Background: an optimization exercise with open tools, aiming at small area. Do not read the settings as production practice.
In this exercise RTL edits were held to simulation tests only and were not proved equivalent to the original.
Power figures rest on the tool's default switching activity, not on a simulated workload.

v29:
## foosball_renderer
module foosball_renderer (
	input  logic        clk,
	input  logic        resetN,
	input  logic [10:0] pixel_x,         
	input  logic [10:0] pixel_y,         
	input  logic [10:0] p1_y,            
	input  logic [10:0] p2_y,            
	input  logic        p1_lie,          
	input  logic        p2_lie,          
	input  logic [10:0] ball1_x,
	input  logic [10:0] ball1_y,
	input  logic [10:0] ball2_x,
	input  logic [10:0] ball2_y,
	input  logic        double_ball_ena,
	input  logic        goal_ena,
	input  logic        game_over_ena,
	output logic [7:0]  vga_r,
	output logic [7:0]  vga_g,
	output logic [7:0]  vga_b,
	output logic        collision1,
	output logic        doubleball1,
	output logic        goal_left1,
	output logic        goal_right1,
	output logic        x_dir1,
	output logic        y_dir1,
	output logic        collision2,
	output logic        doubleball2,
	output logic        goal_left2,
	output logic        goal_right2,
	output logic        x_dir2,
	output logic        y_dir2
);
For scale: ~3400 cells after synthesis, about 36 flip-flops, roughly 130 I/O pins, ~0.019 mm^2 of cells after synthesis.
==> flow/config.mk <==
export PLATFORM = sky130hd
export DESIGN_NAME = foosball_renderer
export DESIGN_NICKNAME = foosball_renderer
export VERILOG_FILES = /design/flow/design.v
export SDC_FILE = /design/flow/constraint.sdc
export NUM_CORES = 8
export LEC_CHECK = 0
export ABC_AREA = 1
export CAP_MARGIN = 20
export CORE_MARGIN = 2
export CORE_UTILIZATION = 25
export CTS_BUF_LIST = sky130_fd_sc_hd__clkbuf_2 sky130_fd_sc_hd__clkbuf_4 sky130_fd_sc_hd__clkbuf_8
export CTS_CLUSTER_SIZE = 40
export PLACE_DENSITY = 0.35
export SLEW_MARGIN = 20
export SYNTH_MEMORY_MAX_BITS = 32768
==> flow/constraint.sdc <==
create_clock -name core_clock -period 20.0 [get_ports {clk}]
set_input_delay 4.0000 -clock core_clock [delete_from_list [all_inputs] [get_ports {clk}]]
set_output_delay 4.0000 -clock core_clock [all_outputs]
set_load 0.01 [all_outputs]
standard.sh (not shown) runs the stock make flow with config.mk's settings and CLKGATE_MAP_FILE= SYNTH_SCRIPT=/design/flow/synth_recipe.tcl, a recipe that flattens the netlist after the stock synthesis.
==> flow/flow/run.sh <==
#!/bin/bash
# Own layout flow: the standard ORFS flow (standard.sh) with two changes
# in synthesis only:
#  - ABC maps the logic with flow/area.abc (&deepsyn restructuring, then
#    area-oriented &nf mapping with mfs2 resynthesis, repeated) instead of
#    ORFS's abc_area.script;
#  - no full/half-adder extraction (ADDER_MAP_FILE empty), so adders are
#    mapped by ABC like the rest of the logic.
# Registers, their names and cell types come from the same Yosys steps as the
# standard synthesis. Everything after synthesis is the standard flow, with
# the extra ORFS make variables listed in flow/make_vars, if any.
set -euo pipefail
W=$(pwd)

# ORFS synth.tcl, with the abc call pointed at our script
sed 's#log_cmd abc {\*}\$abc_args#log_cmd abc {*}[lreplace $abc_args 1 1 '"$W"'/flow/area.abc]#' \
	"$FLOW_HOME/scripts/synth.tcl" > "$W/own_synth.tcl"
grep -q "flow/area.abc" "$W/own_synth.tcl"

# The standard flow's synthesis wrapper, sourcing that synth.tcl
sed 's#source \$::env(SCRIPTS_DIR)/synth.tcl#source '"$W"'/own_synth.tcl#' synth_recipe.tcl > "$W/own_synth_recipe.tcl"
grep -q "own_synth.tcl" "$W/own_synth_recipe.tcl"

# standard.sh with that synthesis script, no adder extraction and the extra
# make variables in flow/make_vars (one NAME=VALUE per line, @W@ standing
# for the work folder)
EXTRA="ADDER_MAP_FILE="
if [[ -f flow/make_vars ]]; then EXTRA="$EXTRA $(grep -v '^#' flow/make_vars | sed "s#@W@#$W#g" | tr '\n' ' ')"; fi
sed 's#SYNTH_SCRIPT=[^ ]*#SYNTH_SCRIPT='"$W"'/own_synth_recipe.tcl '"$EXTRA"'#' standard.sh > "$W/own_standard.sh"
grep -q "own_synth_recipe.tcl ADDER_MAP_FILE=" "$W/own_standard.sh"

# ORFS writes each step's log under orfs/logs/; make's own output goes here
bash "$W/own_standard.sh" > "$W/own_standard.log" 2>&1
==> flow/flow/area.abc <==
strash
&get -n
&deepsyn -T 300
&put
strash
&get -n
&dch -f
&nf -R 1000
&put
mfs2
strash
&get -n
&dch -f
&nf -R 1000
&put
mfs2
strash
&get -n
&dch -f
&nf -R 1000
&put
mfs2
strash
&get -n
&dch -f
&nf -R 1000
&put
mfs2
strash
&get -n
&deepsyn -T 300
&put
strash
&get -n
&dch -f
&nf -R 1000
&put
mfs2
strash
&get -n
&dch -f
&nf -R 1000
&put
mfs2
strash
&get -n
&deepsyn -T 300
&put
strash
&get -n
&dch -f
&nf -R 1000
&put
mfs2
strash
&get -n
&dch -f
&nf -R 1000
&put
mfs2
strash
&get -n
&deepsyn -T 300
&put
strash
&get -n
&dch -f
&nf -R 1000
&put
mfs2
strash
&get -n
&dch -f
&nf -R 1000
&put
mfs2
strash
&get -n
&deepsyn -T 300
&put
strash
&get -n
&dch -f
&nf -R 1000
&put
mfs2
strash
&get -n
&dch -f
&nf -R 1000
&put
mfs2
strash
&get -n
&deepsyn -T 300
&put
strash
&get -n
&dch -f
&nf -R 1000
&put
mfs2
strash
&get -n
&dch -f
&nf -R 1000
&put
mfs2
strash
&get -n
&deepsyn -T 300
&put
strash
&get -n
&dch -f
&nf -R 1000
&put
mfs2
strash
&get -n
&dch -f
&nf -R 1000
&put
mfs2
strash
&get -n
&dch -f
&nf -R 1000
&put
v29 completed every stage of the flow, and the final layout passed the timing, DRC and antenna checks.
Input-level comparison between v39 and v29:
-- flow/flow/run.sh --
<<< v29, line 23

# standard.sh with that synthesis script, no adder extraction and the extra
# make variables in flow/make_vars (one NAME=VALUE per line, @W@ standing
# for the work folder)
EXTRA="ADDER_MAP_FILE="
if [[ -f flow/make_vars ]]; then EXTRA="$EXTRA $(grep -v '^#' flow/make_vars | sed "s#@W@#$W#g" | tr '\n' ' ')"; fi
sed 's#SYNTH_SCRIPT=[^ ]*#SYNTH_SCRIPT='"$W"'/own_synth_recipe.tcl '"$EXTRA"'#' standard.sh > "$W/own_standard.sh"
grep -q "own_synth_recipe.tcl ADDER_MAP_FILE=" "$W/own_standard.sh"
>>> v39, line 23

# standard.sh with that synthesis script, no adder extraction and the extra
# make variables in flow/make_vars (one NAME=VALUE per line)
EXTRA="ADDER_MAP_FILE="
if [[ -f flow/make_vars ]]; then EXTRA="$EXTRA $(grep -v '^#' flow/make_vars | tr '\n' ' ')"; fi
sed 's#SYNTH_SCRIPT=[^ ]*#SYNTH_SCRIPT='"$W"'/own_synth_recipe.tcl '"$EXTRA"'#' standard.sh > "$W/own_standard.sh"
grep -q "own_synth_recipe.tcl ADDER_MAP_FILE=" "$W/own_standard.sh"
-- flow/flow/area.abc --
<<< v29, line 93
strash
&get -n
&deepsyn -T 300
&put
strash
&get -n
&dch -f
&nf -R 1000
&put
mfs2
strash
&get -n
&dch -f
&nf -R 1000
&put
mfs2
strash
&get -n
&deepsyn -T 300
&put
strash
&get -n
&dch -f
&nf -R 1000
&put
mfs2
strash
&get -n
&dch -f
&nf -R 1000
&put
mfs2
strash
&get -n
&dch -f
&nf -R 1000
&put
>>> v39, line 93
strash
&get -n
&dch -f
&nf -R 1000
&put
--- outcome ---
From v29 to v39 the numbers moved as follows: largest incremental delay on the critical path lower, number of clock-tree buffers in the layout lower.
| global-route wire length before repair | v39 vs v29 | ≈ equal |
v39 ends up with lower switching part of the total than v29 does.
From v29 to v39 the numbers moved as follows: design area climbed 0.95%, clock period minus worst slack climbed 0.070 ns, cell internal power dissipation dropped about 8%, core outline area climbed 0.33%.
The die used by v39 is larger than the one used by v29.
In the tables for v39 and v29, number of cells on the critical path reads higher with v29.
Diff v39 and v29: arrival time of the worst setup path lower in v29
Input-level comparison between v54 and v39:
-- flow/flow/run.sh --
<<< v39, line 2
# Own layout flow: the standard ORFS flow (standard.sh) with two changes
# in synthesis only:
#  - ABC maps the logic with flow/area.abc (&deepsyn restructuring, then
#    area-oriented &nf mapping with mfs2 resynthesis, repeated) instead of
#    ORFS's abc_area.script;
#  - no full/half-adder extraction (ADDER_MAP_FILE empty), so adders are
#    mapped by ABC like the rest of the logic.
# Registers, their names and cell types come from the same Yosys steps as the
# standard synthesis. Everything after synthesis is the standard flow, with
# the extra ORFS make variables listed in flow/make_vars, if any.
set -euo pipefail
W=$(pwd)
>>> v54, line 2
# Own layout flow: the standard ORFS flow (standard.sh) with two changes
# in synthesis only:
#  - ABC maps the logic with flow/area.abc (area-oriented &nf mapping with
#    mfs2 resynthesis) instead of ORFS's abc_area.script;
#  - no full/half-adder extraction (ADDER_MAP_FILE empty), so adders are
#    mapped by ABC like the rest of the logic.
# Registers, their names and cell types come from the same Yosys steps as the
# standard synthesis. Everything after synthesis is the standard flow.
set -euo pipefail
W=$(pwd)
-- flow/flow/area.abc --
<<< v39, line 61
strash
&get -n
&deepsyn -T 300
&put
strash
&get -n
&dch -f
&nf -R 1000
&put
mfs2
strash
&get -n
&dch -f
&nf -R 1000
&put
mfs2
strash
&get -n
&deepsyn -T 300
&put
strash
&get -n
&dch -f
&nf -R 1000
&put
mfs2
strash
&get -n
&dch -f
&nf -R 1000
&put
mfs2
strash
&get -n
&dch -f
&nf -R 1000
&put
>>> v54, line 61
strash
&get -n
&dch -f
&nf -R 1000
&put
==> flow/flow/make_vars (new file) <==
'BUFFER_PORTS_ARGS=-buffer_cell sky130_fd_sc_hd__buf_1'
## What came out
Taking v39 as the reference, in v54 number of clock buffers in the layout went down, placer congestion estimate went down, logic depth of the worst path, buffers included went down.
Finished layout cell area (lower): v54
[compare] base=v39 new=v54: synthesized area climbed about 1%, worst setup slack now smaller, cell area power density rose by about 10%.
When v54 is measured against v39, its number of iterations in the first detailed-routing pass turns out 1 lower.
[compare] base=v39 new=v54: clock power shows an increase of 22%; worst hold slack rose 0.015 ns.
Relative to v39, the area fraction in compound gates after synthesis of v54 is higher by 1.8 points.

separate check: timing with driven ports:
Ports are ideal in the flow. The routed layouts listed here were re-timed in OpenROAD.
Step 1: set_driving_cell puts a clkbuf_16 on clk and a buf_2 on each other input, an assumption about the parent block.
Step 2 times the ports against the registers' clock, not the clock port: input delays grow and output delays shrink by t, the midpoint of the rising clock arrivals with the driver on.
a / b / c = ideal / step 1 / step 2; a / b = the first two.
run	t (ns)	setup slack, ns	latest minus earliest clock arrival (ns)	pins driven straight from the clock port
v29	0.312	5.595 / 5.596 / 5.284	0.010 / 0.010	1
v39	0.310	5.525 / 5.536 / 5.226	0.008 / 0.008	1
v54	0.312	5.453 / 5.460 / 5.148	0.008 / 0.008	1
After both steps every run listed still meets setup and hold. For v29, which loses most, drivers alone change the setup slack by +0.001 ns; drivers and shift together by -0.311 ns.
